Context: an optimization exercise on an open-source flow, tuned for small area and a short achievable clock period. The choices shown serve that exercise and are no tape-out recipe. Only simulation tests tie the RTL to the original design; equivalence was not proved. Power is estimated from default activity; no workload was simulated.

==> inputs of trial 75 <==
==> flow/design.v (excerpt) <==
module RVPLIC (
  input      [31:0]   io_sb_SBaddress,
  input               io_sb_SBvalid,
  input      [31:0]   io_sb_SBwdata,
  input               io_sb_SBwrite,
  input      [3:0]    io_sb_SBsize,
  output              io_sb_SBready,
  output     [31:0]   io_sb_SBrdata,
  input               io_sel,
  output              io_irq_pending,
  input               io_has_pending_irq_0,
  input               io_has_pending_irq_1,
  input               io_has_pending_irq_2,
  input               io_has_pending_irq_3,
  input               io_has_pending_irq_4,
  input               io_has_pending_irq_5,
  input               io_has_pending_irq_6,
  input               io_has_pending_irq_7,
  input               io_has_pending_irq_8,
  input               io_has_pending_irq_9,
  input               io_has_pending_irq_10,
  input               io_has_pending_irq_11,
  input               io_has_pending_irq_12,
  input               io_has_pending_irq_13,
  input               io_has_pending_irq_14,
  input               io_has_pending_irq_15,
  input               io_has_pending_irq_16,
  input               io_has_pending_irq_17,
  input               io_has_pending_irq_18,
  input               io_has_pending_irq_19,
  input               io_has_pending_irq_20,
  input               io_has_pending_irq_21,
  input               io_has_pending_irq_22,
  input               io_has_pending_irq_23,
  input               io_has_pending_irq_24,
  input               io_has_pending_irq_25,
  input               io_has_pending_irq_26,
  input               io_has_pending_irq_27,
  input               io_has_pending_irq_28,
  input               io_has_pending_irq_29,
  input               io_has_pending_irq_30,
  input               io_has_pending_irq_31,
  input               io_has_pending_irq_32,
  input               io_has_pending_irq_33,
  input               io_has_pending_irq_34,
  input               io_has_pending_irq_35,
  input               io_has_pending_irq_36,
  input               io_has_pending_irq_37,
  ...
export LEC_CHECK = 0
export CAP_MARGIN = 20
export CORE_MARGIN = 2
export CORE_UTILIZATION = 65
export SLEW_MARGIN = 20
export SYNTH_HIERARCHICAL = 1
create_clock -name core_clock -period 80.0 [get_ports {clk}]
standard.sh (not shown) runs the stock make flow with config.mk's settings and CLKGATE_MAP_FILE= SYNTH_SCRIPT=/design/flow/synth_recipe.tcl, a recipe that flattens the netlist after the stock synthesis.
==> flow/flow/run.sh <==
#!/bin/bash
# Own layout flow: the standard flow (standard.sh), with
#  - logic cells of the synthesized netlist set to their smallest drive strength
#    (registers untouched; the resizer upsizes again where slew or load needs it),
#  - port buffers of type buf_2 instead of the resizer's default pick,
#  - clock tree of clkbuf_8 with sink clusters of at most 12 and no dummy loads,
#  - repair_timing asked for a setup margin of 62.2 ns.
set -euo pipefail
cd "$(dirname "$0")/.."
R=orfs/results/${FLOW_PLATFORM}/RVPLIC/base
bash standard.sh "$PWD/$R/1_2_yosys.v" > synth.log 2>&1
cp "$R/1_2_yosys.v" yosys_orig.v
bash flow/downsize.sh "$R/1_2_yosys.v" > downsize.log 2>&1
export BUFFER_PORTS_ARGS="-buffer_cell sky130_fd_sc_hd__buf_2"
export CTS_ARGS="-sink_clustering_enable -repair_clock_nets -dont_use_dummy_load -buf_list sky130_fd_sc_hd__clkbuf_8 -sink_clustering_size 12 -sink_clustering_max_diameter 50"
export SETUP_SLACK_MARGIN=62.2
bash standard.sh finish > layout.log 2>&1
==> flow/flow/downsize.sh <==
#!/bin/bash
# Replace sky130_fd_sc_hd__<logic>_{2,4} cells by their _1 variant when one exists.
set -euo pipefail
f=$1
for c in a21oi a22oi a222oi nor4 nor3 nor2 nand4 nand3 nand2 maj3 a22o o21ai and2 and3 and4 or2 or3 or4 inv a21o o21a a211oi a31oi o211ai a221oi o221ai a32oi a2111oi nor4b nand4b nand2b nor2b o22ai mux2i a21boi o21bai; do
  sed -i -E "s/\bsky130_fd_sc_hd__${c}_[248]\b/sky130_fd_sc_hd__${c}_1/g" "$f"
done
grep -c "sky130_fd_sc_hd__" "$f"
==> inputs of build 67, as changes to trial 75 <==
==> flow/flow/run.sh (replaced) <==
#!/bin/bash
# Own layout flow: the standard flow (standard.sh), with
#  - logic cells of the synthesized netlist set to their smallest drive strength
#    (registers untouched; the resizer upsizes again where slew or load needs it),
#  - port buffers of type buf_2 instead of the resizer's default pick.
set -euo pipefail
cd "$(dirname "$0")/.."
R=orfs/results/${FLOW_PLATFORM}/RVPLIC/base
bash standard.sh "$PWD/$R/1_2_yosys.v" > synth.log 2>&1
cp "$R/1_2_yosys.v" yosys_orig.v
bash flow/downsize.sh "$R/1_2_yosys.v" > downsize.log 2>&1
export BUFFER_PORTS_ARGS="-buffer_cell sky130_fd_sc_hd__buf_2"
bash standard.sh finish > layout.log 2>&1
Settings changed: CORE_UTILIZATION 65 to 40, CTS_BUF_LIST set to sky130_fd_sc_hd__clkbuf_8, CTS_CLUSTER_SIZE set to 20.
==> inputs of build 33, as changes to trial 75 <==
--- a/flow/flow/run.sh
+++ b/flow/flow/run.sh
@@ -4,7 +4,7 @@
 #    (registers untouched; the resizer upsizes again where slew or load needs it),
 #  - port buffers of type buf_2 instead of the resizer's default pick,
 #  - clock tree of clkbuf_8 with sink clusters of at most 12 and no dummy loads,
-#  - repair_timing asked for a setup margin of 62.2 ns.
+#  - repair_timing asked for a setup margin of 62.4 ns.
 set -euo pipefail
 cd "$(dirname "$0")/.."
 R=orfs/results/${FLOW_PLATFORM}/RVPLIC/base
@@ -13,5 +13,5 @@
 bash flow/downsize.sh "$R/1_2_yosys.v" > downsize.log 2>&1
 export BUFFER_PORTS_ARGS="-buffer_cell sky130_fd_sc_hd__buf_2"
 export CTS_ARGS="-sink_clustering_enable -repair_clock_nets -dont_use_dummy_load -buf_list sky130_fd_sc_hd__clkbuf_8 -sink_clustering_size 12 -sink_clustering_max_diameter 50"
-export SETUP_SLACK_MARGIN=62.2
+export SETUP_SLACK_MARGIN=62.4
 bash standard.sh finish > layout.log 2>&1
==> comparison <==
- Combinational power: build 33 is larger than build 67 (about 40%).
- Against build 33, the register-to-register slack of build 67 is better by 1300 ps.
- The lowest final cell count belongs to trial 75, the highest to build 67.
- Synthesized cell count is the same in build 67 and build 33.

========
==> exp/maple: inputs <==
Starting RTL as in the previous note.
==> flow/design.v (excerpt) <==
module RVPLIC (
  input      [31:0]   io_sb_SBaddress,
  input               io_sb_SBvalid,
  input      [31:0]   io_sb_SBwdata,
  input               io_sb_SBwrite,
  input      [3:0]    io_sb_SBsize,
  output              io_sb_SBready,
  output     [31:0]   io_sb_SBrdata,
  input               io_sel,
  output              io_irq_pending,
  input               io_has_pending_irq_0,
  input               io_has_pending_irq_1,
  input               io_has_pending_irq_2,
  input               io_has_pending_irq_3,
  input               io_has_pending_irq_4,
  input               io_has_pending_irq_5,
  input               io_has_pending_irq_6,
  input               io_has_pending_irq_7,
  input               io_has_pending_irq_8,
  input               io_has_pending_irq_9,
  input               io_has_pending_irq_10,
  input               io_has_pending_irq_11,
  input               io_has_pending_irq_12,
  input               io_has_pending_irq_13,
  input               io_has_pending_irq_14,
  input               io_has_pending_irq_15,
  input               io_has_pending_irq_16,
  input               io_has_pending_irq_17,
  input               io_has_pending_irq_18,
  input               io_has_pending_irq_19,
  input               io_has_pending_irq_20,
  input               io_has_pending_irq_21,
  input               io_has_pending_irq_22,
  input               io_has_pending_irq_23,
  input               io_has_pending_irq_24,
  input               io_has_pending_irq_25,
  input               io_has_pending_irq_26,
  input               io_has_pending_irq_27,
  input               io_has_pending_irq_28,
  input               io_has_pending_irq_29,
  input               io_has_pending_irq_30,
  input               io_has_pending_irq_31,
  input               io_has_pending_irq_32,
  input               io_has_pending_irq_33,
  input               io_has_pending_irq_34,
  input               io_has_pending_irq_35,
  input               io_has_pending_irq_36,
  input               io_has_pending_irq_37,
  input               io_has_pending_irq_38,
  input               io_has_pending_irq_39,
  input               io_has_pending_irq_40,
  input               io_has_pending_irq_41,
  input               io_has_pending_irq_42,
  input               io_has_pending_irq_43,
  input               io_has_pending_irq_44,
  input               io_has_pending_irq_45,
  input               io_has_pending_irq_46,
  input               io_has_pending_irq_47,
  input               io_has_pending_irq_48,
  input               io_has_pending_irq_49,
  input               io_has_pending_irq_50,
  input               io_has_pending_irq_51,
  input               io_has_pending_irq_52,
  input               clk,
  input               reset
);
clock: 80.0 ns
lec_check: 0
cap_margin: 20
core_margin: 2
core_utilization: 40
slew_margin: 20
synth_hierarchical: 1
==> flow/flow/run.sh <==
#!/bin/bash
# Own layout flow: the standard flow (standard.sh), with
#  - logic cells of the synthesized netlist set to their smallest drive strength
#    (registers untouched; the resizer upsizes again where slew or load needs it),
#  - port buffers of type buf_2 instead of the resizer's default pick,
#  - clock tree of clkbuf_8 with sink clusters of at most 12 and no dummy loads,
#  - repair_timing asked for a setup margin of 61.6 ns.
set -euo pipefail
cd "$(dirname "$0")/.."
R=orfs/results/${FLOW_PLATFORM}/RVPLIC/base
bash standard.sh "$PWD/$R/1_2_yosys.v" > synth.log 2>&1
cp "$R/1_2_yosys.v" yosys_orig.v
bash flow/downsize.sh "$R/1_2_yosys.v" > downsize.log 2>&1
export BUFFER_PORTS_ARGS="-buffer_cell sky130_fd_sc_hd__buf_2"
export CTS_ARGS="-sink_clustering_enable -repair_clock_nets -dont_use_dummy_load -buf_list sky130_fd_sc_hd__clkbuf_8 -sink_clustering_size 12 -sink_clustering_max_diameter 50"
export SETUP_SLACK_MARGIN=61.6
bash standard.sh finish > layout.log 2>&1
Scripts as last shown in full above: flow/flow/downsize.sh
==> exp/yarrow: changes against exp/maple <==
==> flow/flow/run.sh (replaced) <==
#!/bin/bash
# Own layout flow: the standard flow (standard.sh), with
#  - logic cells of the synthesized netlist set to their smallest drive strength
#    (registers untouched; the resizer upsizes again where slew or load needs it),
#  - port buffers of type buf_1 instead of the resizer's default pick,
#  - clock tree of clkbuf_8 with sink clusters of at most 12 and no dummy loads,
#  - repair_timing asked for a setup margin of 62.2 ns.
set -euo pipefail
cd "$(dirname "$0")/.."
R=orfs/results/${FLOW_PLATFORM}/RVPLIC/base
bash standard.sh "$PWD/$R/1_2_yosys.v" > synth.log 2>&1
cp "$R/1_2_yosys.v" yosys_orig.v
bash flow/downsize.sh "$R/1_2_yosys.v" > downsize.log 2>&1
export BUFFER_PORTS_ARGS="-buffer_cell sky130_fd_sc_hd__buf_1"
export CTS_ARGS="-sink_clustering_enable -repair_clock_nets -dont_use_dummy_load -buf_list sky130_fd_sc_hd__clkbuf_8 -sink_clustering_size 12 -sink_clustering_max_diameter 50"
export SETUP_SLACK_MARGIN=62.2
bash standard.sh finish > layout.log 2>&1
--- a/flow/config.mk
+++ b/flow/config.mk
@@ -8,5 +8,5 @@
 export CAP_MARGIN = 20
 export CORE_MARGIN = 2
-export CORE_UTILIZATION = 40
+export CORE_UTILIZATION = 65
 export SLEW_MARGIN = 20
 export SYNTH_HIERARCHICAL = 1
==> exp/ember: changes against exp/maple <==
==> flow/run.sh (new file) <==
#!/bin/bash
# synth_recipe.tcl (not shown) runs the flow's synth.tcl, then flattens the netlist and writes it again
# the make line also repeats each setting of config.mk as NAME=value (left out here)
make -C /OpenROAD-flow-scripts/flow DESIGN_CONFIG=/design/flow/config.mk WORK_HOME=/design/flow/orfs CLKGATE_MAP_FILE= SYNTH_SCRIPT=/design/flow/synth_recipe.tcl finish
removed: flow/flow/run.sh
removed: flow/flow/downsize.sh
removed: flow/standard.sh
==> notes <==
exp/maple ran to the end with no violations. exp/yarrow completed without violations. exp/ember completed with no timing, DRC or antenna violations. Critical path depth, lowest first: exp/maple, exp/ember, exp/yarrow. Worst setup slack: exp/ember < exp/maple < exp/yarrow. Combinational power, highest first: exp/ember, exp/yarrow, exp/maple. In sequential power, exp/maple and exp/ember hardly differ. Of exp/ember and exp/yarrow, exp/yarrow has the higher clock skew (gap 0.054 ns). The highest cell area belongs to exp/ember, the lowest to exp/maple. Power: exp/yarrow is smaller than exp/maple (about 1.8%). First-iteration DRC count, lowest first: exp/ember, exp/maple, exp/yarrow. Wire length, lowest first: exp/maple, exp/yarrow, exp/ember.
==> figures <==
quantity                                                                                    exp/ember                 exp/maple                 exp/yarrow
Status                                                                       timing/DRC/antenna clean  timing/DRC/antenna clean   timing/DRC/antenna clean
Final #Nets                                                                                      2212                      2211                       2237
Via-to-Cell Ratio                                                                               6.556                     6.805                      8.030
Number of well taps                                                                               592                       539                        335
Hold path start                                                                              pend[31]                   pend[0]                    pend[0]
Worst Path Max Fanout                                                                              20                        19                         10
DIE AREA                                                                                  0.04701 mm2               0.04457 mm2                0.02771 mm2
Area of all placed cells without fillers                                                  0.02211 mm2               0.01969 mm2                0.01994 mm2
Length of routed wiring on met1                                                              33280 um                  32390 um                   25450 um
Slowest-stage cell, CP                                                        sky130_fd_sc_hd__nor3_1  sky130_fd_sc_hd__nor3b_2  sky130_fd_sc_hd__a222oi_1
Power consumed by the clock network                                                          0.176 mW                  0.102 mW                  0.0948 mW
Initial antenna violation count                                                                     5                         4                          1
Cell area after synthesis                                                                 0.01812 mm2               0.01716 mm2                0.01716 mm2
Die extent in y                                                                              216.8 um                  211.1 um                   166.5 um
Top Consumer                                                                        the clock network                 registers                  registers
Number of multi-input combinational cells in the layout                                          1413                      1413                       1421
Clock network fraction of design power                                                          50.6%                     37.8%                      35.7%
Met3 usage                                                                                     9.727%                    9.649%                     21.06%
Number of design-rule violations left by the first detailed-router iteration                     2628                      3126                       5439

==> what the ideal ports hide <==
No port has a modelled driver above. Below, the same layouts with a new extraction and two added sets of constraints. Step 1 sets driving cells, clkbuf_16 on the clock port and buf_2 on the other inputs (assumed; they add their load-dependent delay and slew). Step 2 moves the port delays by t, midway between the first and last clock arrival at a register: inputs arrive t later, outputs are due t later. That takes back most of the time a late clock gives input paths. a / b / c = no drivers / after step 1 / after step 2; a / b = the first two.
run | t, ns | setup WS [ns] | clock arrival spread, ns | worst slew at a driven data input, ns | pins driven straight from the clock port
trial 75 | 0.663 | 62.115 / 62.115 / 61.452 | 0.034 / 0.034 | 0.17 | 1
build 67 | 0.714 | 60.872 / 60.904 / 60.189 | 0.029 / 0.029 | 0.04 | 1
build 33 | 0.599 | 62.228 / 62.090 / 61.490 | 0.068 / 0.069 | 0.24 | 1
exp/maple | 0.653 | 61.651 / 61.674 / 61.021 | 0.056 / 0.055 | 0.05 | 1
exp/yarrow | 0.595 | 61.838 / 61.856 / 61.261 | 0.069 / 0.069 | 0.06 | 1
exp/ember | 0.620 | 60.476 / 60.512 / 59.892 | 0.018 / 0.018 | 0.07 | 1
After both steps every run listed still meets setup and hold. For build 33, which loses most, drivers alone change the setup slack by -0.138 ns; drivers and shift together by -0.738 ns.
